Background: an optimization exercise with open tools, aiming at small area. Do not read the settings as production practice.
In this exercise RTL edits were held to simulation tests only and were not proved equivalent to the original.
No driver is modelled on the clock port, so clocking that relies on it looks cheaper here than on a real chip.
Power figures rest on the tool's default switching activity, not on a simulated workload.

==> flow/design.v <==
module fa (input a, input b, input c, output s, output co);
    assign s  = a ^ b ^ c;
    assign co = (a & b) | (c & (a ^ b));
endmodule
module ha (input a, input b, output s, output co);
    assign s  = a ^ b;
    assign co = a & b;
endmodule
module delay (
    input  clk,
    input  rst_seen,
    input  btn,
    output delay_en
);
    localparam [15:0] TAPS = 16'h8040, R = 16'hE166, W = 16'h6166,
                      MASK = 16'hEFDF, P = 16'h5555, S1 = 16'hC2CC;
    reg  [15:0] q;
    wire [15:0] s = q ^ P;
    assign delay_en = ~rst_seen & ((s & MASK) == (W & MASK));
    wire fb = (^(s & TAPS)) ^ delay_en;
    always @(posedge clk) begin
        if (!btn)          q <= R ^ P;
        else if (rst_seen) q <= S1 ^ P;
        else               q <= {s[14:0], fb} ^ P;
    end
endmodule
module ball_tick (
    input  clk,
    input  rst,
    output tick
);
    localparam [12:0] TAPS = 13'h1004, R = 13'h0C40, W = 13'h1C40, MASK = 13'h1FF9;
    reg [12:0] s;
    assign tick = ((s & MASK) == (W & MASK));
    wire fb = (^(s & TAPS)) ^ tick;
    always @(posedge clk or posedge rst) begin
        if (rst) s <= R;
        else     s <= {s[11:0], fb};
    end
endmodule
module vga_controller (
    input clk,
    input rst,
    output video_on,
    output hsync,
    output vsync,
    output reg [11:0] h_count,
    output reg [10:0] v_count
);
    wire [11:0] h = h_count;
    wire [10:0] v = v_count;
    wire h_end = h[11] & h[7] & h[4] & h[2] & h[1] & h[0];           
    wire v_end = v[10] & v[6] & v[5] & v[2];                         
    wire [11:0] hs, hc;
    assign hs[0] = ~h[0];
    assign hc[0] = h[0];
    wire [10:0] vs, vc;
    ha v0 (.a(v[0]), .b(h_end), .s(vs[0]), .co(vc[0]));
    genvar i;
    for (i = 1; i < 12; i++) begin : hinc
        ha u (.a(h[i]), .b(hc[i-1]), .s(hs[i]), .co(hc[i]));
    end
    for (i = 1; i < 11; i++) begin : vinc
        ha u (.a(v[i]), .b(vc[i-1]), .s(vs[i]), .co(vc[i]));
    end
    wire v_wrap = h_end & v_end;
    always @(posedge clk or posedge rst) begin
        if (rst) h_count <= 12'd0;
        else     h_count <= {hs[11] & ~h_end, hs[10:8], hs[7] & ~h_end, hs[6:5],
                             hs[4:3] & ~{2{h_end}}, hs[2:0]};
    end
    always @(posedge clk or posedge rst) begin
        if (rst) v_count <= 11'd0;
        else     v_count <= {vs[10] & ~v_wrap, vs[9:7], vs[6:5] & ~{2{v_wrap}}, vs[4:3],
                             vs[2] & ~v_wrap, vs[1], vs[0] & ~v_wrap};
    end
    assign hsync = (h[10] & h[9] & h[8] & h[7] & h[6] & (h[5] | (h[4] & h[3]))) |
                   (h[11] & ~(h[8] | h[7] | h[6] | h[5] | h[4] | h[3] | h[2]));
    assign vsync = v[10] & ((~v[6] & v[5] & v[4] & v[3] & v[2]) |
                            (v[6] & ~(v[5] | v[4] | v[3] | v[2] | v[1] | v[0])));
    assign video_on = ~h[11] & ~(h[10] & h[9] & h[8] & h[7]) &
                      (~v[10] | (~v[6] & ~(v[5] & v[4] & v[3])));
endmodule
module rectangle (
    input clk,
    input rst,
    input rst_seen,
    input btnU,
    input btnD,
    output reg [8:0] pos
);
    wire up, down;
    wire at_bot = pos[8] & pos[7] & pos[4] & pos[3] & pos[1];    
    wire at_top = ~|pos;
    wire en_d = down & ~at_bot;
    wire en_u = ~down & up & ~at_top;
    wire en = en_d | en_u;
    wire [8:0] s, c;
    ha a0 (.a(pos[0]), .b(en),   .s(s[0]), .co(c[0]));
    fa a1 (.a(pos[1]), .b(en_u), .c(c[0]), .s(s[1]), .co(c[1]));
    fa a2 (.a(pos[2]), .b(en_d), .c(c[1]), .s(s[2]), .co(c[2]));
    genvar i;
    for (i = 3; i < 8; i++) begin : add
        fa u (.a(pos[i]), .b(en_u), .c(c[i-1]), .s(s[i]), .co(c[i]));
    end
    assign s[8] = pos[8] ^ en_u ^ c[7];
    always @(posedge clk or posedge rst) begin
        if (rst) pos <= 9'd0;
        else     pos <= s;
    end
    delay delay_i_u (.clk(clk), .rst_seen(rst_seen), .btn(btnU), .delay_en(up));
    delay delay_i_d (.clk(clk), .rst_seen(rst_seen), .btn(btnD), .delay_en(down));
endmodule
module circle (
    input clk,
    input rst,
    input rst_seen,
    input  [8:0] pos_l,        
    input  [8:0] pos_r,
    output reg [10:0] nhp,
    output reg [9:0]  nvp
);
    reg dir_right, dir_down;
    wire move_tick;
    wire [10:0] hp = ~nhp;
    wire [9:0]  vp = ~nvp;
    genvar i;
    wire [8:0] pc = hp[10] ? pos_r : pos_l;
    wire in_h = (hp <= 11'd260) || (hp >= 11'd1640);
    wire [8:0] fs, fc;
    ha f0 (.a(pc[0]), .b(nvp[1]), .s(fs[0]), .co(fc[0]));
    for (i = 1; i < 9; i++) begin : fadd
        fa u (.a(pc[i]), .b(nvp[i+1]), .c(fc[i-1]), .s(fs[i]), .co(fc[i]));
    end
    wire [10:0] f = {fc[8], fs, nvp[0]};
    wire hit = in_h && (f >= 11'd713) && (f <= 11'd1083);
    ball_tick delay_i_u (.clk(clk), .rst(rst), .tick(move_tick));
    wire h_max = hp[10] & hp[9] & hp[8] & hp[6] & hp[1] & hp[0];
    wire h_min = ~(hp[10] | hp[9] | hp[8] | hp[7] | hp[6] | hp[1]);
    wire v_max = vp[9] & vp[8] & vp[7] & vp[6] & vp[5] & vp[4] & vp[3] & vp[1] & vp[0];
    wire v_min = ~(vp[9] | vp[8] | vp[7] | vp[6] | vp[1]);
    wire h_turn = dir_right ? h_max : h_min;
    wire v_turn = dir_down ? v_max : v_min;
    wire en_h = move_tick & ~h_turn;
    wire en_v = move_tick & ~v_turn;
    wire dm_h = en_h & dir_right;
    wire dm_v = en_v & dir_down;
    wire [10:0] hs, hc;
    wire [9:0]  vs, vc;
    ha h0 (.a(nhp[0]), .b(en_h), .s(hs[0]), .co(hc[0]));
    ha v0 (.a(nvp[0]), .b(en_v), .s(vs[0]), .co(vc[0]));
    for (i = 1; i < 10; i++) begin : hadd
        fa u (.a(nhp[i]), .b(dm_h), .c(hc[i-1]), .s(hs[i]), .co(hc[i]));
    end
    assign hs[10] = nhp[10] ^ dm_h ^ hc[9];
    for (i = 1; i < 9; i++) begin : vadd
        fa u (.a(nvp[i]), .b(dm_v), .c(vc[i-1]), .s(vs[i]), .co(vc[i]));
    end
    assign vs[9] = nvp[9] ^ dm_v ^ vc[8];
    always @(posedge clk) begin
        if (hit | rst_seen) begin
            nhp <= ~11'd479;
            dir_right <= 1'b1;
            nvp <= ~10'd270;
            dir_down <= 1'b1;
        end else begin
            nhp <= hs;
            nvp <= vs;
            if (move_tick & h_turn) dir_right <= ~dir_right;
            if (move_tick & v_turn) dir_down <= ~dir_down;
        end
    end
endmodule
module circle_hit (
    input  [11:0] h,
    input  [10:0] v,
    input  [10:0] nhp,
    input  [9:0]  nvp,
    output hit
);
    wire t3, t4, t5, t6, t7, t8, t9, t10;
    wire t11, t12, t13, t14, t15, t16, t17, t18;
    wire t19, t20, t21, t22, t26, t27, t28, t29;
    wire t30, t31, t32, t33, t34, t35, t36, t37;
    wire t38, t39, t40, t41, t42, t43, t185, t186;
    wire t187, t188, t189, t190, t191, t192, t193, t194;
    wire t195, t196, t197, t198, t199, t200, t201, t202;
    wire t203, t204, t205, t206, t207, t208, t209, t210;
    wire t211, t212, t213, t214, t215, t216, t217, t218;
    wire t219, t220, t221, t222, t223, t224, t225, t226;
    wire t228, t229, t230, t231, t232, t233, t234, t235;
    wire t236, t237, t238, t239, t240, t241, t242, t243;
    wire t244, t245, t246, t247, t248, t249, t250, t251;
    wire t252, t253, t254, t255, t256, t257, t258, t259;
    wire t260, t261, t262, t263, t264, t265, t266, t267;
    wire t268, t269, t270, t271, t272, t273, t274, t275;
    wire t276, t277, t278, t279, t280, t281, t282, t283;
    wire t285, t286, t287, t288, t290, t291, t292, t293;
    wire t295, t296, t297, t298, t299, t300, t301, t302;
    wire t303, t304, t305, t306, t307, t308, t309, t310;
    wire t311, t312, t313, t314, t315, t316, t317, t318;
    wire t319, t320, t321, t322, t323, t324, t325, t326;
    wire t328, t329, t330, t331, t333, t334, t335, t336;
    wire t337, t338, t339, t340, t341, t342, t343, t344;
    wire t345, t346, t347, t348, t349, t350, t351, t352;
    wire t353, t354, t355, t356, t357, t358, t359, t360;
    wire t361, t362, t363, t364, t365, t366, t367, t368;
    wire t369, t370, t371, t372, t373, t374, t376, t377;
    wire t378, t379, t381, t382, t384, t385, t386, t387;
    wire t389, t390, t392, t393, t394, t395, t396, t397;
    wire t398, t399, t400, t401, t402, t403, t404, t405;
    wire t406, t407, t408, t409, t410, t411, t413, t414;
    wire t417, t418, t419, t420, t421, t422, t424, t425;
    wire t427, t428, t429, t430, t431, t432, t433, t434;
    wire t435, t436, t437, t438, t439, t440;
    wire t1 = ~(h[0] ^ nhp[0]);
    wire t2 = h[0] | nhp[0];
    wire t23 = ~(h[11] ^ t22);
    wire t24 = ~(v[0] ^ nvp[0]);
    wire t25 = v[0] | nvp[0];
    wire t44 = ~(v[10] ^ t43);
    wire t45 = ~t1;
    wire t46 = t3 & ~t1;
    wire t47 = t3 & t1;
    wire t48 = ~(t5 & ~t3);
    wire t49 = ~(t5 & t3);
    wire t50 = ~(t7 & ~t5);
    wire t51 = ~(t7 & t5);
    wire t52 = ~(t9 & ~t7);
    wire t53 = t9 & t7;
    wire t54 = ~(t11 & ~t9);
    wire t55 = ~(t11 & t9);
    wire t56 = ~(t13 & ~t11);
    wire t57 = ~(t13 & t11);
    wire t58 = ~(t15 & ~t13);
    wire t59 = ~(t15 & t13);
    wire t60 = ~(t17 & ~t15);
    wire t61 = ~(t17 & t15);
    wire t62 = t19 & ~t17;
    wire t63 = ~(t19 & t17);
    wire t64 = t21 & ~t19;
    wire t65 = t1 & t5;
    wire t66 = ~(t1 & t7);
    wire t67 = ~(t1 & t9);
    wire t68 = ~(t1 & t11);
    wire t69 = ~(t1 & t13);
    wire t70 = ~(t1 & t15);
    wire t71 = t1 & t17;
    wire t72 = ~(t1 & t19);
    wire t73 = ~(t1 & t21);
    wire t74 = ~(t3 & t7);
    wire t75 = ~(t3 & t9);
    wire t76 = ~(t3 & t11);
    wire t77 = ~(t3 & t13);
    wire t78 = ~(t3 & t15);
    wire t79 = ~(t3 & t17);
    wire t80 = ~(t3 & t19);
    wire t81 = ~(t3 & t21);
    wire t82 = ~(t5 & t9);
    wire t83 = t5 & t11;
    wire t84 = ~(t5 & t13);
    wire t85 = ~(t5 & t15);
    wire t86 = ~(t5 & t17);
    wire t87 = ~(t5 & t19);
    wire t88 = ~(t5 & t21);
    wire t89 = ~(t7 & t11);
    wire t90 = ~(t7 & t13);
    wire t91 = ~(t7 & t15);
    wire t92 = ~(t7 & t17);
    wire t93 = ~(t7 & t19);
    wire t94 = ~(t7 & t21);
    wire t95 = ~(t9 & t13);
    wire t96 = ~(t9 & t15);
    wire t97 = ~(t9 & t17);
    wire t98 = ~(t9 & t19);
    wire t99 = ~(t9 & t21);
    wire t100 = ~(t11 & t15);
    wire t101 = ~(t11 & t17);
    wire t102 = ~(t11 & t19);
    wire t103 = ~(t11 & t21);
    wire t104 = ~(t13 & t17);
    wire t105 = ~(t13 & t19);
    wire t106 = ~(t13 & t21);
    wire t107 = ~(t15 & t19);
    wire t108 = ~(t15 & t21);
    wire t109 = ~(t17 & t21);
    wire t110 = t23 & t1;
    wire t111 = t23 & t3;
    wire t112 = t23 & t5;
    wire t113 = t23 & t7;
    wire t114 = t23 & t9;
    wire t115 = t23 & t11;
    wire t116 = ~(t23 & t13);
    wire t117 = t23 & t15;
    wire t118 = ~(t23 & t17);
    wire t119 = ~t24;
    wire t120 = t26 & ~t24;
    wire t121 = t26 & t24;
    wire t122 = ~(t28 & ~t26);
    wire t123 = ~(t28 & t26);
    wire t124 = t30 & ~t28;
    wire t125 = ~(t30 & t28);
    wire t126 = t32 & ~t30;
    wire t127 = ~(t32 & t30);
    wire t128 = ~(t34 & ~t32);
    wire t129 = ~(t34 & t32);
    wire t130 = ~(t36 & ~t34);
    wire t131 = ~(t36 & t34);
    wire t132 = ~(t38 & ~t36);
    wire t133 = ~(t38 & t36);
    wire t134 = ~(t40 & ~t38);
    wire t135 = ~(t40 & t38);
    wire t136 = ~(t42 & ~t40);
    wire t137 = ~(t42 & t40);
    wire t138 = t24 & t28;
    wire t139 = ~(t24 & t30);
    wire t140 = ~(t24 & t32);
    wire t141 = t24 & t34;
    wire t142 = ~(t24 & t36);
    wire t143 = ~(t24 & t38);
    wire t144 = ~(t24 & t40);
    wire t145 = ~(t24 & t42);
    wire t146 = ~(t26 & t30);
    wire t147 = ~(t26 & t32);
    wire t148 = ~(t26 & t34);
    wire t149 = ~(t26 & t36);
    wire t150 = ~(t26 & t38);
    wire t151 = ~(t26 & t40);
    wire t152 = ~(t26 & t42);
    wire t153 = ~(t28 & t32);
    wire t154 = ~(t28 & t34);
    wire t155 = t28 & t36;
    wire t156 = ~(t28 & t38);
    wire t157 = ~(t28 & t40);
    wire t158 = ~(t28 & t42);
    wire t159 = ~(t30 & t34);
    wire t160 = ~(t30 & t36);
    wire t161 = ~(t30 & t38);
    wire t162 = ~(t30 & t40);
    wire t163 = ~(t30 & t42);
    wire t164 = ~(t32 & t36);
    wire t165 = ~(t32 & t38);
    wire t166 = ~(t32 & t40);
    wire t167 = ~(t32 & t42);
    wire t168 = ~(t34 & t38);
    wire t169 = ~(t34 & t40);
    wire t170 = ~(t34 & t42);
    wire t171 = ~(t36 & t40);
    wire t172 = ~(t36 & t42);
    wire t173 = ~(t38 & t42);
    wire t174 = ~(t44 & t24);
    wire t175 = ~(t44 & ~t24);
    wire t176 = ~(t44 & ~t26);
    wire t177 = ~(t44 & ~t28);
    wire t178 = ~(t44 & ~t30);
    wire t179 = ~(t44 & ~t32);
    wire t180 = ~(t44 & ~t34);
    wire t181 = ~(t44 & ~t36);
    wire t182 = ~(t44 & ~t38);
    wire t183 = ~(t44 & ~t40);
    wire t184 = ~(t44 & t42);
    wire t227 = ~t186;
    wire t284 = ~t215;
    wire t289 = ~t214;
    wire t294 = ~t222;
    wire t327 = ~t270;
    wire t332 = ~t271;
    wire t375 = ~t338;
    wire t380 = ~t276;
    wire t383 = ~t277;
    wire t388 = ~t290;
    wire t391 = ~t291;
    wire t412 = ~t335;
    wire t415 = ~t45;
    wire t416 = ~t119;
    wire t423 = ~t376;
    wire t426 = ~t425;
    fa u_t3 (.a(h[1]), .b(nhp[1]), .c(t2), .s(t3), .co(t4));
    fa u_t5 (.a(h[2]), .b(nhp[2]), .c(t4), .s(t5), .co(t6));
    fa u_t7 (.a(h[3]), .b(nhp[3]), .c(t6), .s(t7), .co(t8));
    fa u_t9 (.a(h[4]), .b(nhp[4]), .c(t8), .s(t9), .co(t10));
    fa u_t11 (.a(h[5]), .b(nhp[5]), .c(t10), .s(t11), .co(t12));
    fa u_t13 (.a(h[6]), .b(nhp[6]), .c(t12), .s(t13), .co(t14));
    fa u_t15 (.a(h[7]), .b(nhp[7]), .c(t14), .s(t15), .co(t16));
    fa u_t17 (.a(h[8]), .b(nhp[8]), .c(t16), .s(t17), .co(t18));
    fa u_t19 (.a(h[9]), .b(nhp[9]), .c(t18), .s(t19), .co(t20));
    fa u_t21 (.a(h[10]), .b(nhp[10]), .c(t20), .s(t21), .co(t22));
    fa u_t26 (.a(v[1]), .b(nvp[1]), .c(t25), .s(t26), .co(t27));
    fa u_t28 (.a(v[2]), .b(nvp[2]), .c(t27), .s(t28), .co(t29));
    fa u_t30 (.a(v[3]), .b(nvp[3]), .c(t29), .s(t30), .co(t31));
    fa u_t32 (.a(v[4]), .b(nvp[4]), .c(t31), .s(t32), .co(t33));
    fa u_t34 (.a(v[5]), .b(nvp[5]), .c(t33), .s(t34), .co(t35));
    fa u_t36 (.a(v[6]), .b(nvp[6]), .c(t35), .s(t36), .co(t37));
    fa u_t38 (.a(v[7]), .b(nvp[7]), .c(t37), .s(t38), .co(t39));
    fa u_t40 (.a(v[8]), .b(nvp[8]), .c(t39), .s(t40), .co(t41));
    fa u_t42 (.a(v[9]), .b(nvp[9]), .c(t41), .s(t42), .co(t43));
    ha u_t185 (.a(t53), .b(t71), .s(t185), .co(t186));
    fa u_t187 (.a(t54), .b(t72), .c(t79), .s(t187), .co(t188));
    fa u_t189 (.a(t55), .b(t73), .c(t80), .s(t189), .co(t190));
    fa u_t191 (.a(t86), .b(t91), .c(t95), .s(t191), .co(t192));
    fa u_t193 (.a(t110), .b(t56), .c(t81), .s(t193), .co(t194));
    fa u_t195 (.a(t87), .b(t92), .c(t96), .s(t195), .co(t196));
    ha u_t197 (.a(t130), .b(t158), .s(t197), .co(t198));
    fa u_t199 (.a(t111), .b(t57), .c(t88), .s(t199), .co(t200));
    fa u_t201 (.a(t93), .b(t97), .c(t100), .s(t201), .co(t202));
    ha u_t203 (.a(t131), .b(t163), .s(t203), .co(t204));
    fa u_t205 (.a(t112), .b(t58), .c(t94), .s(t205), .co(t206));
    ha u_t207 (.a(t98), .b(t101), .s(t207), .co(t208));
    fa u_t209 (.a(t113), .b(t59), .c(t99), .s(t209), .co(t210));
    fa u_t211 (.a(t51), .b(t69), .c(t76), .s(t211), .co(t212));
    fa u_t213 (.a(t52), .b(t70), .c(t77), .s(t213), .co(t214));
    ha u_t215 (.a(t83), .b(t126), .s(t215), .co(t216));
    fa u_t217 (.a(t78), .b(t84), .c(t89), .s(t217), .co(t218));
    fa u_t219 (.a(t127), .b(t144), .c(t150), .s(t219), .co(t220));
    ha u_t221 (.a(t185), .b(t155), .s(t221), .co(t222));
    fa u_t223 (.a(t187), .b(t85), .c(t90), .s(t223), .co(t224));
    fa u_t225 (.a(t128), .b(t145), .c(t151), .s(t225), .co(t226));
    fa u_t228 (.a(t156), .b(t160), .c(t227), .s(t228), .co(t229));
    fa u_t230 (.a(t189), .b(t191), .c(t129), .s(t230), .co(t231));
    fa u_t232 (.a(t152), .b(t157), .c(t161), .s(t232), .co(t233));
    fa u_t234 (.a(t164), .b(t174), .c(t188), .s(t234), .co(t235));
    fa u_t236 (.a(t193), .b(t195), .c(t197), .s(t236), .co(t237));
    fa u_t238 (.a(t162), .b(t165), .c(t175), .s(t238), .co(t239));
    fa u_t240 (.a(t176), .b(t190), .c(t192), .s(t240), .co(t241));
    fa u_t242 (.a(t199), .b(t201), .c(t203), .s(t242), .co(t243));
    fa u_t244 (.a(t166), .b(t168), .c(t177), .s(t244), .co(t245));
    fa u_t246 (.a(t194), .b(t196), .c(t198), .s(t246), .co(t247));
    fa u_t248 (.a(t205), .b(t207), .c(t132), .s(t248), .co(t249));
    fa u_t250 (.a(t167), .b(t169), .c(t178), .s(t250), .co(t251));
    fa u_t252 (.a(t200), .b(t202), .c(t204), .s(t252), .co(t253));
    fa u_t254 (.a(t209), .b(t102), .c(t104), .s(t254), .co(t255));
    fa u_t256 (.a(t133), .b(t170), .c(t171), .s(t256), .co(t257));
    fa u_t258 (.a(t179), .b(t206), .c(t208), .s(t258), .co(t259));
    fa u_t260 (.a(t114), .b(t60), .c(t103), .s(t260), .co(t261));
    fa u_t262 (.a(t105), .b(t134), .c(t172), .s(t262), .co(t263));
    ha u_t264 (.a(t180), .b(t210), .s(t264), .co(t265));
    fa u_t266 (.a(t115), .b(t61), .c(t106), .s(t266), .co(t267));
    fa u_t268 (.a(t107), .b(t135), .c(t173), .s(t268), .co(t269));
    ha u_t270 (.a(t116), .b(t62), .s(t270), .co(t271));
    fa u_t272 (.a(t49), .b(t67), .c(t74), .s(t272), .co(t273));
    fa u_t274 (.a(t50), .b(t68), .c(t75), .s(t274), .co(t275));
    ha u_t276 (.a(t124), .b(t141), .s(t276), .co(t277));
    fa u_t278 (.a(t211), .b(t82), .c(t125), .s(t278), .co(t279));
    fa u_t280 (.a(t142), .b(t148), .c(t153), .s(t280), .co(t281));
    fa u_t282 (.a(t213), .b(t143), .c(t149), .s(t282), .co(t283));
    fa u_t285 (.a(t154), .b(t212), .c(t284), .s(t285), .co(t286));
    fa u_t287 (.a(t217), .b(t219), .c(t159), .s(t287), .co(t288));
    fa u_t290 (.a(t221), .b(t216), .c(t289), .s(t290), .co(t291));
    fa u_t292 (.a(t223), .b(t225), .c(t228), .s(t292), .co(t293));
    fa u_t295 (.a(t218), .b(t220), .c(t294), .s(t295), .co(t296));
    fa u_t297 (.a(t230), .b(t232), .c(t234), .s(t297), .co(t298));
    fa u_t299 (.a(t224), .b(t226), .c(t229), .s(t299), .co(t300));
    fa u_t301 (.a(t236), .b(t238), .c(t240), .s(t301), .co(t302));
    fa u_t303 (.a(t231), .b(t233), .c(t235), .s(t303), .co(t304));
    fa u_t305 (.a(t242), .b(t244), .c(t246), .s(t305), .co(t306));
    fa u_t307 (.a(t237), .b(t239), .c(t241), .s(t307), .co(t308));
    fa u_t309 (.a(t248), .b(t250), .c(t252), .s(t309), .co(t310));
    fa u_t311 (.a(t243), .b(t245), .c(t247), .s(t311), .co(t312));
    fa u_t313 (.a(t254), .b(t256), .c(t258), .s(t313), .co(t314));
    fa u_t315 (.a(t249), .b(t251), .c(t253), .s(t315), .co(t316));
    fa u_t317 (.a(t260), .b(t262), .c(t264), .s(t317), .co(t318));
    fa u_t319 (.a(t255), .b(t257), .c(t259), .s(t319), .co(t320));
    fa u_t321 (.a(t266), .b(t268), .c(t181), .s(t321), .co(t322));
    fa u_t323 (.a(t261), .b(t263), .c(t265), .s(t323), .co(t324));
    fa u_t325 (.a(t108), .b(t136), .c(t182), .s(t325), .co(t326));
    fa u_t328 (.a(t267), .b(t269), .c(t327), .s(t328), .co(t329));
    fa u_t330 (.a(t117), .b(t63), .c(t109), .s(t330), .co(t331));
    fa u_t333 (.a(t137), .b(t183), .c(t332), .s(t333), .co(t334));
    ha u_t335 (.a(t118), .b(t64), .s(t335), .co(t336));
    ha u_t337 (.a(t47), .b(t65), .s(t337), .co(t338));
    fa u_t339 (.a(t48), .b(t66), .c(t122), .s(t339), .co(t340));
    fa u_t341 (.a(t272), .b(t123), .c(t140), .s(t341), .co(t342));
    fa u_t343 (.a(t274), .b(t147), .c(t273), .s(t343), .co(t344));
    fa u_t345 (.a(t278), .b(t280), .c(t275), .s(t345), .co(t346));
    fa u_t347 (.a(t282), .b(t285), .c(t279), .s(t347), .co(t348));
    fa u_t349 (.a(t287), .b(t283), .c(t286), .s(t349), .co(t350));
    fa u_t351 (.a(t292), .b(t295), .c(t288), .s(t351), .co(t352));
    fa u_t353 (.a(t297), .b(t299), .c(t293), .s(t353), .co(t354));
    fa u_t355 (.a(t301), .b(t303), .c(t298), .s(t355), .co(t356));
    fa u_t357 (.a(t305), .b(t307), .c(t302), .s(t357), .co(t358));
    fa u_t359 (.a(t309), .b(t311), .c(t306), .s(t359), .co(t360));
    fa u_t361 (.a(t313), .b(t315), .c(t310), .s(t361), .co(t362));
    fa u_t363 (.a(t317), .b(t319), .c(t314), .s(t363), .co(t364));
    fa u_t365 (.a(t321), .b(t323), .c(t318), .s(t365), .co(t366));
    fa u_t367 (.a(t325), .b(t328), .c(t322), .s(t367), .co(t368));
    fa u_t369 (.a(t330), .b(t333), .c(t326), .s(t369), .co(t370));
    fa u_t371 (.a(t184), .b(t331), .c(t334), .s(t371), .co(t372));
    ha u_t373 (.a(t337), .b(t121), .s(t373), .co(t374));
    fa u_t376 (.a(t339), .b(t139), .c(t375), .s(t376), .co(t377));
    fa u_t378 (.a(t341), .b(t146), .c(t340), .s(t378), .co(t379));
    fa u_t381 (.a(t343), .b(t342), .c(t380), .s(t381), .co(t382));
    fa u_t384 (.a(t345), .b(t344), .c(t383), .s(t384), .co(t385));
    fa u_t386 (.a(t347), .b(t281), .c(t346), .s(t386), .co(t387));
    fa u_t389 (.a(t349), .b(t348), .c(t388), .s(t389), .co(t390));
    fa u_t392 (.a(t351), .b(t350), .c(t391), .s(t392), .co(t393));
    fa u_t394 (.a(t353), .b(t296), .c(t352), .s(t394), .co(t395));
    fa u_t396 (.a(t355), .b(t300), .c(t354), .s(t396), .co(t397));
    fa u_t398 (.a(t357), .b(t304), .c(t356), .s(t398), .co(t399));
    fa u_t400 (.a(t359), .b(t308), .c(t358), .s(t400), .co(t401));
    fa u_t402 (.a(t361), .b(t312), .c(t360), .s(t402), .co(t403));
    fa u_t404 (.a(t363), .b(t316), .c(t362), .s(t404), .co(t405));
    fa u_t406 (.a(t365), .b(t320), .c(t364), .s(t406), .co(t407));
    fa u_t408 (.a(t367), .b(t324), .c(t366), .s(t408), .co(t409));
    fa u_t410 (.a(t369), .b(t329), .c(t368), .s(t410), .co(t411));
    fa u_t413 (.a(t371), .b(t370), .c(t412), .s(t413), .co(t414));
    ha u_t417 (.a(t415), .b(t416), .s(t417), .co(t418));
    ha u_t419 (.a(t46), .b(t120), .s(t419), .co(t420));
    fa u_t421 (.a(t373), .b(t138), .c(t420), .s(t421), .co(t422));
    fa u_t424 (.a(t423), .b(t374), .c(t422), .s(t424), .co(t425));
    fa u_t427 (.a(t378), .b(t377), .c(t426), .s(t427), .co(t428));
    fa u_t429 (.a(t381), .b(t379), .c(t428), .s(t429), .co(t430));
    fa u_t431 (.a(t384), .b(t382), .c(t430), .s(t431), .co(t432));
    fa u_t433 (.a(t386), .b(t385), .c(t432), .s(t433), .co(t434));
    fa u_t435 (.a(t389), .b(t387), .c(t434), .s(t435), .co(t436));
    fa u_t437 (.a(t392), .b(t390), .c(t436), .s(t437), .co(t438));
    fa u_t439 (.a(t394), .b(t393), .c(t438), .s(t439), .co(t440));
    wire [11:0] s = {~t439, ~t437, ~t435, ~t433, ~t431, ~t429, ~t427, t424, t421, t419, t418, t417};
    wire high_zero = ~((~t396 ^ ~t395) ^ ~t440) &
        ~(~(~t398 ^ ~t397) ^ (~t396 | ~t395)) &
        ~(~(~t400 ^ ~t399) ^ (~t398 & ~t397)) &
        ~((~t402 ^ ~t401) ^ (~t400 & ~t399)) &
        ~(~(~t404 ^ ~t403) ^ (~t402 | ~t401)) &
        ~((~t406 ^ ~t405) ^ (~t404 & ~t403)) &
        ~((~t408 ^ ~t407) ^ (~t406 | ~t405)) &
        ~((~t410 ^ ~t409) ^ (~t408 | ~t407)) &
        ~((~t413 ^ ~t411) ^ (~t410 | ~t409));
    assign hit = high_zero &
                 ~(s[11] & s[10] & s[9] & ((|s[8:5]) | (s[4] & (|s[3:0]))));
endmodule
module top(
    input  clk     ,
    input  rst     ,
    input  btnU    ,
    input  btnD    ,
    input  btnL    ,
    input  btnR    ,
    output       Hsync   ,
    output       Vsync   ,
    output [3:0] vgaRed  ,
    output [3:0] vgaGreen,
    output [3:0] vgaBlue
);
    wire [11:0] h_count;
    wire [10:0] v_count;
    wire video_on;
    wire [8:0] pos_l, pos_r;
    wire [10:0] nhp;
    wire [9:0]  nvp;
    wire circ;
    reg  white;    
    vga_controller vga_ctrl (
        .clk(clk), .rst(rst), .video_on(video_on), .hsync(Hsync), .vsync(Vsync),
        .h_count(h_count), .v_count(v_count));
    reg rst_seen;
    always @(posedge clk or posedge rst) begin
        if (rst) rst_seen <= 1'b1;
        else     rst_seen <= 1'b0;
    end
    rectangle rectangle_left_i  (.clk(clk), .rst(rst), .rst_seen(rst_seen), .btnU(btnU), .btnD(btnR), .pos(pos_l));
    rectangle rectangle_right_i (.clk(clk), .rst(rst), .rst_seen(rst_seen), .btnU(btnL), .btnD(btnD), .pos(pos_r));
    circle color_i (.clk(clk), .rst(rst), .rst_seen(rst_seen), .pos_l(pos_l), .pos_r(pos_r), .nhp(nhp), .nvp(nvp));
    circle_hit circle_hit_i (.h(h_count), .v(v_count), .nhp(nhp), .nvp(nvp), .hit(circ));
    wire [11:0] h = h_count;
    wire [10:0] v = v_count;
    wire in_l = (h >= 12'd100) && (h <= 12'd200);
    wire in_r = (h >= 12'd1700) && (h <= 12'd1800);
    wire [8:0] npr = ~(h[10] ? pos_r : pos_l);
    wire [9:0] dq, dc;
    assign dq[0] = ~(v[1] ^ npr[0]);
    assign dc[0] = v[1] | npr[0];
    genvar i;
    for (i = 1; i < 9; i++) begin : dsub
        fa u (.a(v[i+1]), .b(npr[i]), .c(dc[i-1]), .s(dq[i]), .co(dc[i]));
    end
    assign dq[9] = ~(v[10] ^ dc[8]);
    assign dc[9] = v[10] | dc[8];
    wire rows = dc[9] & ((dq < 10'd125) | ((dq == 10'd125) & ~v[0]));
    wire rect = (in_l | in_r) & rows;
    always @(posedge clk or posedge rst) begin
        if (rst) white <= 1'b0;
        else     white <= ~rst_seen & video_on & (rect | circ);
    end
    assign vgaRed   = {4{video_on}};
    assign vgaGreen = {4{video_on & white}};
    assign vgaBlue  = {4{video_on & white}};
endmodule
==> flow/flow/run.sh <==
#!/bin/bash
# The standard layout (the standard.sh: ORFS synthesis to finish) with
# three layout choices:
# - after synthesis, combinational cells that ABC sized above drive 1 are
#   set back to drive 1 (flow/downsize.tcl); the flow's repair steps size
#   up again wherever slew, capacitance or timing need it
# - clock tree: clkbuf_8 buffers and no dummy loads at the leaves
# - port buffers: buf_1
# Synthesis, floorplan, power grid, taps, placement and routing are
# standard.sh unchanged. Each tool's output goes to a log file here.
set -e
export CTS_ARGS="-sink_clustering_enable -repair_clock_nets -buf_list sky130_fd_sc_hd__clkbuf_8 -dont_use_dummy_load"
export BUFFER_PORTS_ARGS="-buffer_cell sky130_fd_sc_hd__buf_1"
bash standard.sh synth > synth.log 2>&1
DS_ODB=orfs/results/$FLOW_PLATFORM/top/base/1_synth.odb \
  openroad -no_init -exit flow/downsize.tcl > downsize.log 2>&1
bash standard.sh > standard.log 2>&1
==> flow/flow/downsize.tcl <==
# Swaps every combinational cell that synthesis sized above drive 1 for the
# same function at drive 1 (or 0), where the platform has one that is not
# don't-use. Timing repair later in the flow sizes cells up where needed.
set odb $::env(DS_ODB)
read_db $odb
set db [ord::get_db]
set block [ord::get_db_block]
set dont_use [list]
if {[info exists ::env(DONT_USE_CELLS)]} { set dont_use $::env(DONT_USE_CELLS) }
# never pick the platform's special-purpose cells
set n 0
foreach inst [$block getInsts] {
  set m [$inst getMaster]
  set name [$m getName]
  if {![regexp {^(sky130_fd_sc_hd__)([a-z0-9]+)_([0-9]+)$} $name -> pre base drv]} { continue }
  if {$drv <= 1} { continue }
  if {[regexp {lpflow|probe} $base]} { continue }
  if {[regexp {^(df|sdf|dl|edf|sedf|clk|buf|fa|ha|fah|conb|tap|fill|decap|diode)} $base]} { continue }
  foreach d {1 0} {
    set cand "${pre}${base}_${d}"
    if {[lsearch -exact $dont_use $cand] >= 0} { continue }
    set nm [$db findMaster $cand]
    if {$nm != "NULL" && $nm != ""} {
      $inst swapMaster $nm
      incr n
      break
    }
  }
}
puts "downsized $n cells"
write_db $odb
==> flow/standard.sh <==
#!/bin/bash
# synth_recipe.tcl (not shown) runs the flow's synth.tcl, then flattens the netlist and writes it again
# the make line also repeats each setting of config.mk as NAME=value (left out here)
make -C /OpenROAD-flow-scripts/flow DESIGN_CONFIG=/design/flow/config.mk WORK_HOME=/design/flow/orfs CLKGATE_MAP_FILE= SYNTH_SCRIPT=/design/flow/synth_recipe.tcl "${@:-finish}"
==> flow/config.mk <==
export PLATFORM = sky130hd
export DESIGN_NAME = top
export DESIGN_NICKNAME = top
export VERILOG_FILES = /design/flow/design.v
export SDC_FILE = /design/flow/constraint.sdc
export NUM_CORES = 4
export LEC_CHECK = 0
export CAP_MARGIN = 20
export CORE_MARGIN = 2
export CORE_UTILIZATION = 55
export PLACE_DENSITY = 0.65
export SLEW_MARGIN = 20
export SYNTH_HIERARCHICAL = 1
==> flow/constraint.sdc <==
create_clock -name core_clock -period 11.0 [get_ports {clk}]
set_input_delay 2.2000 -clock core_clock [delete_from_list [all_inputs] [get_ports {clk}]]
set_output_delay 2.2000 -clock core_clock [all_outputs]
set_load 0.01 [all_outputs]
==> results of run 1 <==
## metal layers
layer | global-route usage (%) | wire [um] | vias to the layer above
met5 | 0 | 0 | -
met4 | 6.53 | 317 | 0
met3 | 3.90 | 714 | 25
met2 | 39.6 | 10700 | 132
met1 | 31.1 | 9060 | 3338
li1 | - | - | 2890
## power by group
group / switching (mW) / internal, mW / total [mW]
sequential: 0.00766 / 0.532 / 0.540
combinational: 0.0152 / 0.00790 / 0.0231
clock: 0.164 / 0.136 / 0.300
total: 0.187 / 0.676 / 0.863
## worst max-delay path by stage
stage,cells past startpoint,from,endpoint,slack (ps)
6_report,28,vga_ctrl.h_count[0],white,1650
5_1_grt,28,vga_ctrl.h_count[0],white,1200
4_1_cts,28,vga_ctrl.h_count[0],white,1660
3_5_place_dp,28,vga_ctrl.h_count[0],white,1700
3_3_place_gp,28,vga_ctrl.h_count[0],white,2020
2_1_floorplan,28,vga_ctrl.h_count[0],white,2330
## final cells by class
type	count	area [um2]
inverter	46	173
timing repair buffer	22	93.8
fill	1501	7420
tap	229	287
multi-input combinational	656	6670
clock buffer	17	234
sequential	143	3150
## state kept, by name (all words and copies together) (netlist names), 9 cells and up
register	cells
color_i.delay_i_u.s	13
color_i.nhp	11
color_i.nvp	10
rectangle_left_i.delay_i_d.q	16
rectangle_left_i.delay_i_u.q	16
rectangle_left_i.pos	9
rectangle_right_i.delay_i_d.q	16
rectangle_right_i.delay_i_u.q	16
rectangle_right_i.pos	9
vga_ctrl.h_count	12
vga_ctrl.v_count	11
## placed cells by master (no fill, tap or decap), types with 3 or more instances in the layout
master	instances
and3_1	3
clkbuf_8	17
nand2_1	125
nor4b_1	7
a21oi_1	9
nor2b_1	27
mux2i_1	8
and2b_1	4
nor4_1	15
dfstp_2	4
xnor2_1	14
buf_4	3
fa_1	172
o31a_1	4
xor2_1	7
nand3_1	9
or4_1	6
nand4b_1	4
a31oi_1	4
o21ai_0	17
nand4_1	12
a21o_1	8
o211ai_1	7
nand2b_1	22
and2_1	13
a21boi_0	18
buf_1	19
nor2_1	35
dfxtp_1	87
inv_1	44
o21a_1	3
dfrtp_1	52
mux2_1	10
ha_1	53
a21boi_1	10
## stage by stage
stage / util, % / total power [mW]
final: 58.8 / 0.863
after global placement: 57.4 / 0.573
after floorplan: - / 0.564
after CTS: 58.7 / 0.872
after detailed placement: 57.4 / 0.574
after global routing: 58.8 / 0.902
==> impl_metrics.py, run 1 <==
metrics = {
    "run_status": {
        "run_status": "finished clean",
    },
    "worst_setup_path": {
        "r2r_end": "white",
        "critPathMaxStageDelay_ps": 570,
        "cp_max_fo": 9,
        "reg2regPathDepth": 28,
        "slowest_stage": "xnor2_1",
        "path_common_cell": "fa_1",
        "worst-path-buf-inv": 3,
        "required_ps": 11300,
        "end_kind": "flip-flop",
        "critPathKind": "flip-flop to flip-flop",
        "critical_path.top_delay_family": "adder cells",
        "crit_path_start_kind": "flip-flop",
        "rr_startpoint": "vga_ctrl.h_count[0]",
        "ff2ff_setup_slack_ps": 1650,
        "critPathArrivalTime_ps": 9650,
    },
    "clock_network": {
        "cts_sinks": 143,
        "cts_buffers": 17,
        "cts_hold_buf": 0,
        "htreeDepth": 4,
        "cts_setup_buffers": 0,
        "cts-resized-gates": 0,
        "insertion_delay_ps": 440,
        "clockBufferDepth": 2,
        "clockRootBuffer": "clkbuf_8",
        "cts_tree": "yes",
        "clkTransAtPathRegs_ps": 80,
    },
    "timing": {
        "hold_slack_ps": 361,
        "period_share_pct": 85.0,
        "tightest_slew_ps": 929,
        "fin_ws_ps": 1650,
        "finalCriticalPeriod_ps": 9350,
        "slew_headroom_pct": 38.0,
        "final-hold-violation-count": 0,
        "rsz0062_at_grt": "no",
        "timing.final.max_slew_violations": 0,
        "skew_ps": 21.9,
        "setup_tns_ps": 0,
        "setup_viol": 0,
        "fmax_mhz": 107,
    },
    "yosys": {
        "syn-num-nets": 1113,
        "yosys_warnings": 12,
        "syn_area_um2": 10200,
        "syn_area_per_cell_um2": 11.5,
        "synthCells": 882,
    },
    "finish": {
        "nets": 1117,
        "drive_gt1_share_pct": 2.83,
        "instances_no_fill": 1113,
        "antenna_cells": 0,
        "stdcell_area_um2": 10600,
        "area_growth_pct": 4.21,
    },
    "global_route": {
        "grt_pass1_vias": 7095,
        "globalRouteOverflowTotal": 0,
        "grt_max_degree": 29,
        "grt_pass1_wl_um": 35900,
        "track_usage_pct": 23.3,
        "antenna_found_initial": 0,
    },
    "worst_hold_path": {
        "min-delay-path-class": "flip-flop to flip-flop",
        "whs_endpoint": "color_i.delay_i_u.s[2]",
        "hold_depth": 0,
        "min-delay-start": "color_i.delay_i_u.s[1]",
    },
    "placed_design": {
        "pre_cts_ws_ps": 1700,
        "io_buffers": 19,
        "dpl_cell_area_um2": 10400,
        "hpwl_um": 16300,
        "gp_congestion": 0.855,
        "dp_cells": 1096,
    },
    "floorplanning": {
        "ios": 20,
        "rows": 49,
        "start_util_pct": 56.4,
        "die_x_um": 140,
        "core-area_um2": 18000,
        "chipHeight_um": 140,
        "die-area_um2": 19600,
    },
    "power_and_ir_drop": {
        "peakVddDrop_v": 0.0000949,
        "pwr_density_cell_nw_per_um2": 81.4,
        "power.leakage_nw": 4.61,
    },
    "drt": {
        "ant_nets": 0,
        "drt_pass1_iterations": 5,
        "vias_per_cell": 5.74,
        "drt-initial-drc-count": 348,
        "route.final.wire_length_um": 20800,
        "num_vias": 6385,
        "drc_errors": 0,
        "wire_per_inst_um": 18.7,
    },
    "flow_run": {
        "cap_violations": 0,
    },
}
==> run 2, diff against run 1 <==
--- a/flow/config.mk
+++ b/flow/config.mk
@@ -9,4 +9,3 @@
 export CORE_MARGIN = 2
-export CORE_UTILIZATION = 55
-export PLACE_DENSITY = 0.65
+export CORE_UTILIZATION = 40
 export SLEW_MARGIN = 20
==> run 2 against run 1 <==
Still clean. Sequential power about the same. Core utilization down 16 points. Synthesized cell count unchanged. Non-clock buffer count up 3. Via count down 3.0%. Largest cell class unchanged.
==> impl_metrics.py, run 2 <==
metrics = {
    "worst_hold_path": {
        "hold_depth": 0,
        "min-delay-path-class": "flip-flop to flip-flop",
    },
    "power_and_ir_drop": {
        "p_seq_share_pct": 62.6,
        "p_int_mw": 0.676,
        "p_clk_share_pct": 34.7,
        "peakVddDrop_v": 0.0000765,
        "switching_share_pct": 21.5,
        "pwr_density_cell_nw_per_um2": 80.2,
        "power.leakage_nw": 4.62,
        "p_sw_mw": 0.186,
        "comb_power_share_pct": 2.6,
    },
    "drt": {
        "vias_per_cell": 5.09,
        "drt_pass1_iterations": 5,
        "route.final.wire_length_um": 20000,
        "wire_per_inst_um": 16.5,
        "drt-initial-drc-count": 296,
        "ant_nets": 0,
        "drc_errors": 0,
        "num_vias": 6191,
    },
    "timing": {
        "final-hold-violation-count": 0,
        "setup_viol": 0,
        "timing.final.max_slew_violations": 0,
        "period_share_pct": 82.5,
        "skew_ps": 29.2,
        "hold_slack_ps": 344,
        "setup_tns_ps": 0,
        "finalCriticalPeriod_ps": 9080,
        "rsz0062_at_grt": "no",
        "slew_headroom_pct": 37.0,
        "tightest_slew_ps": 936,
        "fmax_mhz": 110,
    },
    "floorplanning": {
        "ios": 20,
        "chipHeight_um": 163,
        "start_util_pct": 40.5,
        "die_x_um": 163,
        "rows": 58,
        "core-area_um2": 25100,
        "die-area_um2": 26700,
    },
    "yosys": {
        "synthCells": 882,
        "syn_area_per_cell_um2": 11.5,
        "syn_area_um2": 10200,
        "yosys_warnings": 12,
        "syn-num-nets": 1113,
    },
    "clock_network": {
        "clockRootBuffer": "clkbuf_8",
        "cts_buffers": 17,
        "insertion_delay_ps": 440,
        "clkTransAtPathRegs_ps": 90,
        "cts-resized-gates": 0,
        "htreeDepth": 4,
        "cts_setup_buffers": 0,
        "cts_sinks": 143,
        "clockBufferDepth": 2,
        "cts_tree": "yes",
        "cts_hold_buf": 0,
    },
    "run_status": {
        "run_status": "finished clean",
    },
    "worst_setup_path": {
        "crit_path_start_kind": "flip-flop",
        "critPathKind": "flip-flop to flip-flop",
        "required_ps": 11310,
        "ff2ff_setup_slack_ps": 1920,
        "cp_max_fo": 9,
        "reg2regPathDepth": 28,
        "end_kind": "flip-flop",
        "path_common_cell": "fa_1",
        "slowest_stage": "fa_1",
        "critPathMaxStageDelay_ps": 540,
        "critPathArrivalTime_ps": 9380,
    },
    "finish": {
        "nets": 1120,
        "layout_common_cells": "fa_1, nand2_1, dfxtp_1",
        "final_common_cell": "fa_1",
        "drive_gt1_share_pct": 3.16,
        "area_growth_pct": 5.56,
        "antenna_cells": 0,
    },
    "placed_design": {
        "hpwl_um": 15800,
        "io_buffers": 19,
        "gp_congestion": 0.802,
    },
    "global_route": {
        "grt_pass1_wl_um": 34700,
        "antenna_found_initial": 0,
        "track_usage_pct": 16.7,
        "grt_pass1_vias": 6770,
        "grt_max_degree": 29,
        "globalRouteOverflowTotal": 0,
    },
    "flow_run": {
        "cap_violations": 0,
    },
}
run 2: cell count changes in the layout (fill, tap and decap cells not counted):
cell / delta
a311oi_2: +1
a311oi_4: -1
buf_4: +3
run 2: final timing paths:
kind / startpoint / to
worst min register to register: color_i.delay_i_u.s[10] / color_i.delay_i_u.s[11]
max in group asynchronous: rst / vga_ctrl.h_count[6]
worst max register to register: vga_ctrl.h_count[0] / white
worst min-delay path: color_i.delay_i_u.s[10] / color_i.delay_i_u.s[11]
worst max-delay path: vga_ctrl.h_count[0] / white
min in group asynchronous: rst / white
run 2: metal layers:
metal  track usage, %  vias up  routed length [um]
met1             22.7     3175                9080
met4             4.35        0                 302
met3             2.29       18                 559
met2             28.1       90               10100
li1                 -     2908                   -
met5                0        -                   0
run 2: area by class of cell:
class / instances / area [um2]
clock buffer: 17 / 234
timing repair buffer: 25 / 116
fill: 2422 / 14400
tap: 330 / 413
inverter: 46 / 173
sequential: 143 / 3150
multi-input combinational: 656 / 6650
run 2: power by group through the flow:
stage          logic [mW]  clock network (mW)  registers (mW)
3_3_place_gp       0.0229                   0           0.551
4_1_cts            0.0234               0.310           0.540
3_5_place_dp       0.0233                   0           0.551
2_1_floorplan      0.0168                   0           0.547
6_report           0.0228               0.299           0.540
5_1_grt            0.0268               0.331           0.541
run 2: worst max-delay path, delay by kind of cell (launching register included):
kind                     cells  cell delay, ps
adder cells (fa/ha/maj)     17            6800
AND/OR/NAND/NOR              5             890
XOR/XNOR                     2             630
flip-flops                   1             420
buffers and inverters        3             150
AO/OA/AOI/OAI                1              70
run 2: stage by stage:
stage | cell area (um2) | utilization (%) | setup slack (ps) | cells | total power, mW
floorplan | 10200 | - | 2330 | 882 | 0.564
global placement | 10500 | 41.8 | 2030 | 1200 | 0.574
detailed placement | 10500 | 41.8 | 1860 | 1200 | 0.574
CTS | 10700 | 42.8 | 1860 | 1217 | 0.873
global route | 10700 | 42.8 | 1400 | 1217 | 0.899
finish | 10700 | 42.8 | 1920 | 1217 | 0.862
==> run 3, diff against run 2 <==
--- a/flow/config.mk
+++ b/flow/config.mk
@@ -9,3 +9,4 @@
 export CORE_MARGIN = 2
-export CORE_UTILIZATION = 40
+export CORE_UTILIZATION = 65
+export PLACE_DENSITY = 0.75
 export SLEW_MARGIN = 20
==> run 3 against run 2 <==
Still clean. Global-route usage up 11 points. Routed wire length increased by 0.26%. Sequential share of layout area grew 0.48 points. Sequential power about the same. Worst hold slack improved by 6.4 ps. Non-clock buffer count down 3. Via count grew 3.2%. Clock skew shrank 3.3 ps. Core utilization grew 26 points. Critical path type unchanged. Critical endpoint unchanged. Largest power group unchanged.
==> impl_metrics.py, run 3 <==
metrics = {
    "timing": {
        "fmax_mhz": 108,
        "timing.final.max_slew_violations": 0,
        "tightest_slew_ps": 1040,
        "setup_tns_ps": 0,
        "period_share_pct": 84.1,
        "rsz0062_at_grt": "no",
        "fin_ws_ps": 1740,
        "final-hold-violation-count": 0,
        "finalCriticalPeriod_ps": 9260,
        "slew_headroom_pct": 29.9,
        "setup_viol": 0,
        "skew_ps": 25.9,
    },
    "worst_setup_path": {
        "crit_path_start_kind": "flip-flop",
        "critPathMaxStageDelay_ps": 550,
        "cp_max_fo": 9,
        "end_kind": "flip-flop",
        "slowest_stage": "fa_1",
        "crit_start": "vga_ctrl.h_count[0]",
        "critical_path.top_delay_family": "adder cells",
        "worst-path-buf-inv": 3,
        "rr_startpoint": "vga_ctrl.h_count[0]",
        "critPathArrivalTime_ps": 9570,
        "critPathKind": "flip-flop to flip-flop",
        "required_ps": 11310,
        "path_common_cell": "fa_1",
    },
    "placed_design": {
        "hpwl_um": 15800,
        "gp_congestion": 0.868,
        "pre_cts_ws_ps": 1780,
        "io_buffers": 19,
    },
    "drt": {
        "ant_nets": 0,
        "route.final.wire_length_um": 20100,
        "wire_per_inst_um": 18.3,
        "drc_errors": 0,
        "num_vias": 6388,
        "vias_per_cell": 5.83,
        "drt-initial-drc-count": 298,
        "drt_pass1_iterations": 4,
    },
    "finish": {
        "final_common_cell": "fa_1",
        "nets": 1117,
        "layout_common_cells": "fa_1, nand2_1, dfxtp_1",
        "seqCellArea_um2": 3150,
        "drive_gt1_share_pct": 2.83,
        "antenna_cells": 0,
        "area_growth_pct": 3.87,
        "nFillCells": 1138,
        "multiInputGateArea_um2": 6650,
    },
    "global_route": {
        "grt_pass1_wl_um": 35200,
        "antenna_found_initial": 0,
        "track_usage_pct": 27.4,
        "grt_pass1_vias": 7149,
        "globalRouteOverflowTotal": 0,
        "grt_max_degree": 29,
    },
    "clock_network": {
        "cts_tree": "yes",
        "htreeDepth": 4,
        "clockBufferDepth": 2,
        "cts-resized-gates": 0,
        "clockRootBuffer": "clkbuf_8",
        "cts_sinks": 143,
        "cts_hold_buf": 0,
        "insertion_delay_ps": 440,
        "cts_buffers": 17,
        "clkTransAtPathRegs_ps": 70,
        "cts_setup_buffers": 0,
    },
    "yosys": {
        "yosys_warnings": 12,
        "syn_area_per_cell_um2": 11.5,
        "syn-num-nets": 1113,
        "synthCells": 882,
        "syn_area_um2": 10200,
    },
    "floorplanning": {
        "ios": 20,
        "start_util_pct": 66.7,
        "core-area_um2": 15300,
        "chipHeight_um": 129,
        "die_x_um": 129,
        "die-area_um2": 16700,
        "rows": 45,
    },
    "power_and_ir_drop": {
        "pwr_density_cell_nw_per_um2": 81.8,
        "p_sw_mw": 0.188,
        "switching_share_pct": 21.8,
        "p_clk_share_pct": 34.8,
        "p_seq_share_pct": 62.5,
        "comb_power_share_pct": 2.7,
        "peakVddDrop_v": 0.0000911,
        "p_int_mw": 0.676,
        "power.leakage_nw": 4.61,
    },
    "worst_hold_path": {
        "min-delay-path-class": "flip-flop to flip-flop",
        "min-delay-start": "color_i.delay_i_u.s[1]",
    },
    "flow_run": {
        "cap_violations": 0,
    },
    "run_status": {
        "run_status": "finished clean",
    },
}
-- run 3: cell types whose count changed in the layout (fill, tap and decap cells not counted), sizes merged --
cell,before,now
buf,25,22
-- run 3: area by class of cell --
class                      instances  share of cell area (%)
multi-input combinational        656                    63.0
sequential                       143                    29.8
tap                              211                    2.50
clock buffer                      17                    2.21
inverter                          46                    1.63
timing repair buffer              22                   0.888
-- run 3: final timing paths --
check / to / slack (ps) / depth (start not counted)
max: white / 1740 / 28
min: color_i.delay_i_u.s[2] / 350 / 0
max reg2reg: white / 1740 / 28
min reg2reg: color_i.delay_i_u.s[2] / 350 / 0
max in group asynchronous: vga_ctrl.v_count[10] / 8310 / 2
min in group asynchronous: white / 1810 / 2
-- run 3: power by group through the flow --
stage | clock [mW] | combinational [mW] | sequential, mW
after floorplan | 0 | 0.0168 | 0.547
after global placement | 0 | 0.0220 | 0.550
after detailed placement | 0 | 0.0236 | 0.550
after CTS | 0.309 | 0.0236 | 0.540
after global routing | 0.329 | 0.0271 | 0.541
final | 0.301 | 0.0233 | 0.540
-- run 3: worst reg2reg max path, delay by kind of cell (launching register included) --
kind / cells / cell delay (ps)
buffers and inverters: 3 / 160
DFF: 1 / 420
and+or+nand+nor: 5 / 940
adders and majority gates: 17 / 6920
xor gates and xnor gates: 2 / 640
AOI/OAI and AO/OA: 1 / 70
-- run 3: metal layers --
layer  up-vias  wire (um)  GRT usage [%]
met1      3287       8410           36.2
met4         0        306           8.44
met3        26        774           3.80
met2       167      10600           47.5
li1       2908          -              -
met5         -          0              0
-- run 3: through the flow --
| stage | instances | instance area [um2] | hold WS (ps) | util, % | power [mW] |
|---|---|---|---|---|---|
| 5_1_grt | 1095 | 10600 | 361 | 69.2 | 0.897 |
| 6_report | 1095 | 10600 | 351 | 69.2 | 0.864 |
| 3_3_place_gp | 1078 | 10300 | 337 | 67.7 | 0.572 |
| 3_5_place_dp | 1078 | 10300 | 356 | 67.7 | 0.574 |
| 4_1_cts | 1095 | 10600 | 357 | 69.2 | 0.872 |
| 2_1_floorplan | 882 | 10200 | 331 | - | 0.564 |
==> run 4, diff against run 3 <==
--- a/flow/flow/run.sh
+++ b/flow/flow/run.sh
@@ -2,3 +2,3 @@
 # The standard layout (the standard.sh: ORFS synthesis to finish) with
-# three layout choices:
+# these layout choices:
 # - after synthesis, combinational cells that ABC sized above drive 1 are
@@ -6,3 +6,4 @@
 #   up again wherever slew, capacitance or timing need it
-# - clock tree: clkbuf_8 buffers and no dummy loads at the leaves
+# - clock tree: ORFS's CTS step run through flow/cts.py, with clkbuf_8
+#   buffers, no dummy loads at the leaves and up to 30 sinks per H-tree leaf
 # - port buffers: buf_1
@@ -13,2 +14,3 @@
 export BUFFER_PORTS_ARGS="-buffer_cell sky130_fd_sc_hd__buf_1"
+export CTS_MAX_LEAF_SINKS=30
 bash standard.sh synth > synth.log 2>&1
@@ -16,2 +18,4 @@
   openroad -no_init -exit flow/downsize.tcl > downsize.log 2>&1
+bash standard.sh place > place.log 2>&1
+bash standard.sh run RUN_SCRIPT=$PWD/flow/cts.py RUN_LOG_NAME_STEM=4_1_cts > cts.log 2>&1
 bash standard.sh > standard.log 2>&1
==> flow/flow/cts.py (new file) <==
# Runs ORFS's own CTS step (scripts/cts.tcl, with CTS_ARGS from run.sh)
# after raising TritonCTS's limit on sinks per H-tree leaf from its default
# of 15, which has no Tcl option: with about 140 flip-flops the H-tree then
# stops one level earlier (8 leaf buffers instead of 16).
import os
from openroad import Design, Tech

tech = Tech()
design = Design(tech)
parms = design.getTritonCts().getParms()
parms.setNumMaxLeafSinks(int(os.environ.get("CTS_MAX_LEAF_SINKS", "30")))
print("CTS max leaf sinks:", parms.getNumMaxLeafSinks())
design.evalTclString("source $::env(SCRIPTS_DIR)/cts.tcl")
--- a/flow/config.mk
+++ b/flow/config.mk
@@ -9,4 +9,4 @@
 export CORE_MARGIN = 2
-export CORE_UTILIZATION = 65
-export PLACE_DENSITY = 0.75
+export CORE_UTILIZATION = 75
+export PLACE_DENSITY = 0.85
 export SLEW_MARGIN = 20
==> run 4 against run 3 <==
Still clean. Routed wire length rose by 2.9%. Count of clock-buffer cells in the layout fell by 8. Clock power fell by 26%. Register-to-register slack improved by 200 ps. Sequential cell count did not move. Fmax rose by 2.2%. First-iteration DRC count rose by 35%. Via count rose by 1.8%. Sequential share of layout area rose by 0.42 points. Area after synthesis did not move. Critical path type unchanged. Critical endpoint unchanged.
==> impl_metrics.py, run 4 <==
metrics = {
    "worst_setup_path": {
        "critPathMaxStageDelay_ps": 540,
        "end_kind": "flip-flop",
        "crit_start": "vga_ctrl.h_count[0]",
        "required_ps": 11270,
        "critPathArrivalTime_ps": 9330,
        "path_common_cell": "fa_1",
        "slowest_stage": "fa_1",
        "rr_startpoint": "vga_ctrl.h_count[0]",
        "crit_path_start_kind": "flip-flop",
        "cp_max_fo": 9,
        "critPathKind": "flip-flop to flip-flop",
    },
    "power_and_ir_drop": {
        "peakVddDrop_v": 0.000123,
        "pwr_density_cell_nw_per_um2": 75.6,
        "p_int_mw": 0.614,
        "p_seq_share_pct": 68.5,
        "switching_share_pct": 22.0,
        "power.leakage_nw": 4.55,
        "p_total_mw": 0.787,
        "p_clk_share_pct": 28.5,
        "comb_power_share_pct": 3.0,
        "p_sw_mw": 0.173,
    },
    "finish": {
        "area_growth_pct": 2.44,
        "antenna_cells": 0,
        "layout_common_cells": "fa_1, nand2_1, dfxtp_1",
        "nets": 1108,
        "drive_gt1_share_pct": 1.94,
        "final_common_cell": "fa_1",
        "nFillCells": 804,
    },
    "clock_network": {
        "cts_hold_buf": 0,
        "htreeDepth": 3,
        "cts-resized-gates": 0,
        "cts_tree": "yes",
        "clkTransAtPathRegs_ps": 120,
        "insertion_delay_ps": 410,
        "clockBufferDepth": 2,
        "cts_sinks": 143,
        "cts_setup_buffers": 0,
        "clockRootBuffer": "clkbuf_8",
        "cts_buffers": 9,
    },
    "yosys": {
        "syn_area_per_cell_um2": 11.5,
        "syn_area_um2": 10200,
        "synthCells": 882,
        "yosys_warnings": 12,
        "syn-num-nets": 1113,
    },
    "flow_run": {
        "cap_violations": 0,
    },
    "placed_design": {
        "hpwl_um": 16200,
        "gp_congestion": 0.872,
        "io_buffers": 19,
    },
    "global_route": {
        "globalRouteOverflowTotal": 0,
        "antenna_found_initial": 1,
        "grt_pass1_wl_um": 35900,
        "grt_max_degree": 29,
        "grt_pass1_vias": 7467,
        "track_usage_pct": 31.9,
    },
    "timing": {
        "tightest_slew_ps": 916,
        "final-hold-violation-count": 0,
        "skew_ps": 26.6,
        "setup_tns_ps": 0,
        "rsz0062_at_grt": "no",
        "setup_viol": 0,
        "slew_headroom_pct": 38.4,
        "fmax_mhz": 110,
        "finalCriticalPeriod_ps": 9050,
        "timing.final.max_slew_violations": 0,
        "period_share_pct": 82.3,
    },
    "drt": {
        "drt_pass1_iterations": 5,
        "vias_per_cell": 6.19,
        "drc_errors": 0,
        "wire_per_inst_um": 19.7,
        "route.final.wire_length_um": 20700,
        "ant_nets": 0,
        "num_vias": 6506,
        "drt-initial-drc-count": 403,
    },
    "floorplanning": {
        "ios": 20,
        "chipHeight_um": 120,
        "start_util_pct": 76.8,
        "die-area_um2": 14500,
        "rows": 42,
        "die_x_um": 120,
        "core-area_um2": 13200,
    },
    "run_status": {
        "run_status": "finished clean",
    },
    "worst_hold_path": {
        "min-delay-path-class": "flip-flop to flip-flop",
        "min-delay-start": "color_i.delay_i_u.s[1]",
    },
}
## run 4: layout make-up
type | count | area, um2 | share of cell area [%]
sequential | 143 | 3150 | 30.2
inverter | 46 | 173 | 1.66
multi-input combinational | 656 | 6670 | 64.0
timing repair buffer | 21 | 86.3 | 0.829
tap | 176 | 220 | 2.11
clock buffer | 9 | 124 | 1.19
## run 4: through the flow
step | instances | worst slack (ps) | utilization, % | cell area [um2] | hold slack, ps
3_5_place_dp | 1042 | 1960 | 77.7 | 10300 | 341
5_1_grt | 1051 | 1410 | 78.7 | 10400 | 381
2_1_floorplan | 882 | 2330 | - | 10200 | 331
3_3_place_gp | 1042 | 2070 | 77.6 | 10300 | 343
6_report | 1051 | 1950 | 78.7 | 10400 | 369
## run 4: final timing paths
kind | slack, ps | cells past startpoint | endpoint
max | 1950 | 28 | white
min | 370 | 0 | color_i.delay_i_u.s[2]
max reg2reg | 1950 | 28 | white
min reg2reg | 370 | 0 | color_i.delay_i_u.s[2]
max in group asynchronous | 8290 | 2 | vga_ctrl.h_count[8]
min in group asynchronous | 1840 | 2 | white
## run 4: layer usage
| metal | global-route usage [%] | vias to the layer above | part of all wire [%] |
|---|---|---|---|
| li1 | - | 2879 | - |
| met1 | 41.4 | 3379 | 41 |
| met2 | 54.4 | 191 | 53 |
| met3 | 4.72 | 55 | 4.0 |
| met4 | 13.4 | 2 | 2.8 |
| met5 | 0 | - | 0.063 |
## run 4: worst max-delay path: cells and delay by family (launching register included)
family	cells	cell delay, ps
and+or+nand+nor	5	880
DFF	1	450
AOI/OAI and AO/OA	1	70
buffers and inverters	3	150
xor gates and xnor gates	2	580
adders and majority gates	17	6810
## run 4: power by group through the flow
stage | clock [mW] | combinational [mW] | sequential (mW)
floorplan | 0 | 0.0168 | 0.547
global placement | 0 | 0.0218 | 0.550
detailed placement | 0 | 0.0238 | 0.550
CTS | 0.232 | 0.0240 | 0.540
global route | 0.248 | 0.0273 | 0.541
finish | 0.224 | 0.0236 | 0.540
==> run 5, diff against run 4 <==
--- a/flow/flow/run.sh
+++ b/flow/flow/run.sh
@@ -12,3 +12,3 @@
 set -e
-export CTS_ARGS="-sink_clustering_enable -repair_clock_nets -buf_list sky130_fd_sc_hd__clkbuf_8 -dont_use_dummy_load"
+export CTS_ARGS="-sink_clustering_enable -repair_clock_nets -root_buf sky130_fd_sc_hd__clkbuf_16 -tree_buf sky130_fd_sc_hd__clkbuf_8 -buf_list sky130_fd_sc_hd__clkbuf_8 -dont_use_dummy_load"
 export BUFFER_PORTS_ARGS="-buffer_cell sky130_fd_sc_hd__buf_1"
==> run 5 against run 4 <==
Still clean on timing, DRC and antenna. Die area stayed put. Total power is 10% higher. Register-to-register slack hardly changed. Worst hold slack worse by 8.8 ps. Global-route usage is 0.23 points higher. Clock skew is 5.3 ps lower. Routed wire length is 0.81% higher. Non-clock buffer count stayed put. Setup slack better by 7.5 ps. Combinational power hardly changed. Via count is 1.1% higher. Critical path type unchanged.
==> impl_metrics.py, run 5 <==
metrics = {
    "power_and_ir_drop": {
        "power.leakage_nw": 4.60,
        "comb_power_share_pct": 2.7,
        "p_clk_share_pct": 35.1,
        "p_total_mw": 0.868,
        "p_sw_mw": 0.182,
        "pwr_density_cell_nw_per_um2": 82.5,
        "peakVddDrop_v": 0.000119,
        "switching_share_pct": 21.0,
        "p_int_mw": 0.685,
        "p_seq_share_pct": 62.2,
    },
    "drt": {
        "drt-initial-drc-count": 452,
        "route.final.wire_length_um": 20800,
        "vias_per_cell": 6.26,
        "drc_errors": 0,
        "drt_pass1_iterations": 5,
        "wire_per_inst_um": 19.8,
        "num_vias": 6577,
        "ant_nets": 0,
    },
    "clock_network": {
        "cts_hold_buf": 0,
        "clockRootBuffer": "clkbuf_16",
        "cts_setup_buffers": 0,
        "insertion_delay_ps": 370,
        "clockBufferDepth": 2,
        "clkTransAtPathRegs_ps": 90,
        "cts_tree": "yes",
        "cts_buffers": 9,
        "cts-resized-gates": 0,
        "cts_sinks": 143,
        "htreeDepth": 3,
    },
    "worst_setup_path": {
        "critPathArrivalTime_ps": 9280,
        "required_ps": 11240,
        "path_common_cell": "fa_1",
        "cp_max_fo": 9,
        "crit_path_start_kind": "flip-flop",
        "slowest_stage": "fa_1",
        "end_kind": "flip-flop",
        "critPathKind": "flip-flop to flip-flop",
        "critPathMaxStageDelay_ps": 540,
    },
    "global_route": {
        "globalRouteOverflowTotal": 0,
        "grt_pass1_wl_um": 36100,
        "track_usage_pct": 32.2,
        "grt_pass1_vias": 7445,
        "antenna_found_initial": 1,
        "grt_max_degree": 29,
    },
    "placed_design": {
        "dp_cells": 1042,
        "gp_congestion": 0.872,
        "hpwl_um": 16200,
        "io_buffers": 19,
    },
    "timing": {
        "setup_tns_ps": 0,
        "fmax_mhz": 111,
        "skew_ps": 21.4,
        "timing.final.max_slew_violations": 0,
        "finalCriticalPeriod_ps": 9050,
        "setup_viol": 0,
        "hold_slack_ps": 360,
        "period_share_pct": 82.2,
        "slew_headroom_pct": 40.5,
        "final-hold-violation-count": 0,
        "tightest_slew_ps": 885,
        "rsz0062_at_grt": "no",
    },
    "floorplanning": {
        "die-area_um2": 14500,
        "rows": 42,
        "start_util_pct": 76.8,
        "die_x_um": 120,
        "ios": 20,
        "core-area_um2": 13200,
        "chipHeight_um": 120,
    },
    "finish": {
        "instances_no_fill": 1051,
        "final_common_cell": "fa_1",
        "antenna_cells": 0,
        "area_growth_pct": 3.43,
        "layout_common_cells": "fa_1, nand2_1, dfxtp_1",
        "nFillCells": 794,
        "post-route-util_pct": 79.5,
        "drive_gt1_share_pct": 1.94,
        "nets": 1108,
    },
    "yosys": {
        "yosys_warnings": 12,
        "syn-num-nets": 1113,
        "syn_area_um2": 10200,
        "synthCells": 882,
        "syn_area_per_cell_um2": 11.5,
    },
    "flow_run": {
        "cap_violations": 0,
    },
    "worst_hold_path": {
        "min-delay-path-class": "flip-flop to flip-flop",
    },
    "run_status": {
        "run_status": "finished clean",
    },
}
## run 5: critical path: cells and delay by family, from the launching register on
| kind | cells | cell delay, ps |
|---|---|---|
| AND/OR/NAND/NOR | 5 | 880 |
| AO/OA/AOI/OAI | 1 | 70 |
| buffers and inverters | 3 | 150 |
| flip-flops | 1 | 430 |
| XOR/XNOR | 2 | 580 |
| adder cells (fa/ha/maj) | 17 | 6810 |
## run 5: per-layer routing
metal  wire length (um)  GRT usage [%]  vias up
met2              11000           55.4      218
met4                650           12.6        2
met5                 13              0        -
met1               8260           41.5     3417
met3                934           4.76       58
li1                   -              -     2882
## run 5: per-stage QoR
step,setup slack [ps],area (um2)
final,1950,10500
after global routing,1430,10500
after detailed placement,1960,10300
after global placement,2070,10300
after floorplan,2330,10200
## run 5: worst paths after layout
path / startpoint / endpoint / slack [ps] / cells past startpoint
setup / recovery: vga_ctrl.h_count[0] / white / 1950 / 28
hold / removal: color_i.delay_i_u.s[1] / color_i.delay_i_u.s[2] / 360 / 0
setup reg to reg: vga_ctrl.h_count[0] / white / 1950 / 28
hold reg to reg: color_i.delay_i_u.s[1] / color_i.delay_i_u.s[2] / 360 / 0
max in group asynchronous: rst / vga_ctrl.h_count[8] / 8240 / 2
min in group asynchronous: rst / white / 1890 / 2
## run 5: final cells by class
class,count,area (um2),share of cell area [%]
clock buffers,9,225,2.14
inverters,46,173,1.64
multi-input cells,656,6670,63.4
flip-flops and latches,143,3150,29.9
well taps,176,220,2.09
repair buffers,21,86.3,0.821
## run 5: power groups by stage
stage,Clock (mW),Sequential (mW),Combinational [mW]
after floorplan,0,0.547,0.0168
after global placement,0,0.550,0.0218
after detailed placement,0,0.550,0.0238
after CTS,0.310,0.539,0.0241
after global routing,0.326,0.541,0.0275
final,0.304,0.539,0.0238

==> re-timing with driven ports <==
In the flow no input, the clock included, has a driving cell. The finished layouts below were timed again as built, in two steps.
Step 1: set_driving_cell puts a clkbuf_16 on clk and a buf_2 on each other input, an assumption about the parent block.
Step 2 adds t to the input delays and takes it off the output delays; t is the mean of the earliest and latest rising clock arrival at the registers after step 1. Input paths then give back, and output paths get back, about the clock's delay inside the block.
a / b / c = no drivers / after step 1 / after step 2; a / b = the first two.
| run | t, ns | slack for setup (ns) | hold WS [ns] | clock arrival spread, ns | worst register clock-pin slew, ns |
|---|---|---|---|---|---|
| run 1 | 0.467 | 1.648 / 1.648 / 1.648 | 0.361 / 0.361 / 0.361 | 0.022 / 0.022 | 0.08 / 0.08 |
| run 2 | 0.460 | 1.924 / 1.924 / 1.924 | 0.344 / 0.344 / 0.344 | 0.035 / 0.035 | 0.09 / 0.09 |
| run 3 | 0.467 | 1.744 / 1.744 / 1.744 | 0.351 / 0.351 / 0.351 | 0.026 / 0.027 | 0.08 / 0.08 |
| run 4 | 0.430 | 1.946 / 1.946 / 1.946 | 0.369 / 0.369 / 0.369 | 0.028 / 0.027 | 0.12 / 0.12 |
| run 5 | 0.398 | 1.954 / 1.954 / 1.954 | 0.360 / 0.360 / 0.360 | 0.022 / 0.022 | 0.09 / 0.09 |
After both steps setup and hold are still met in every run listed.
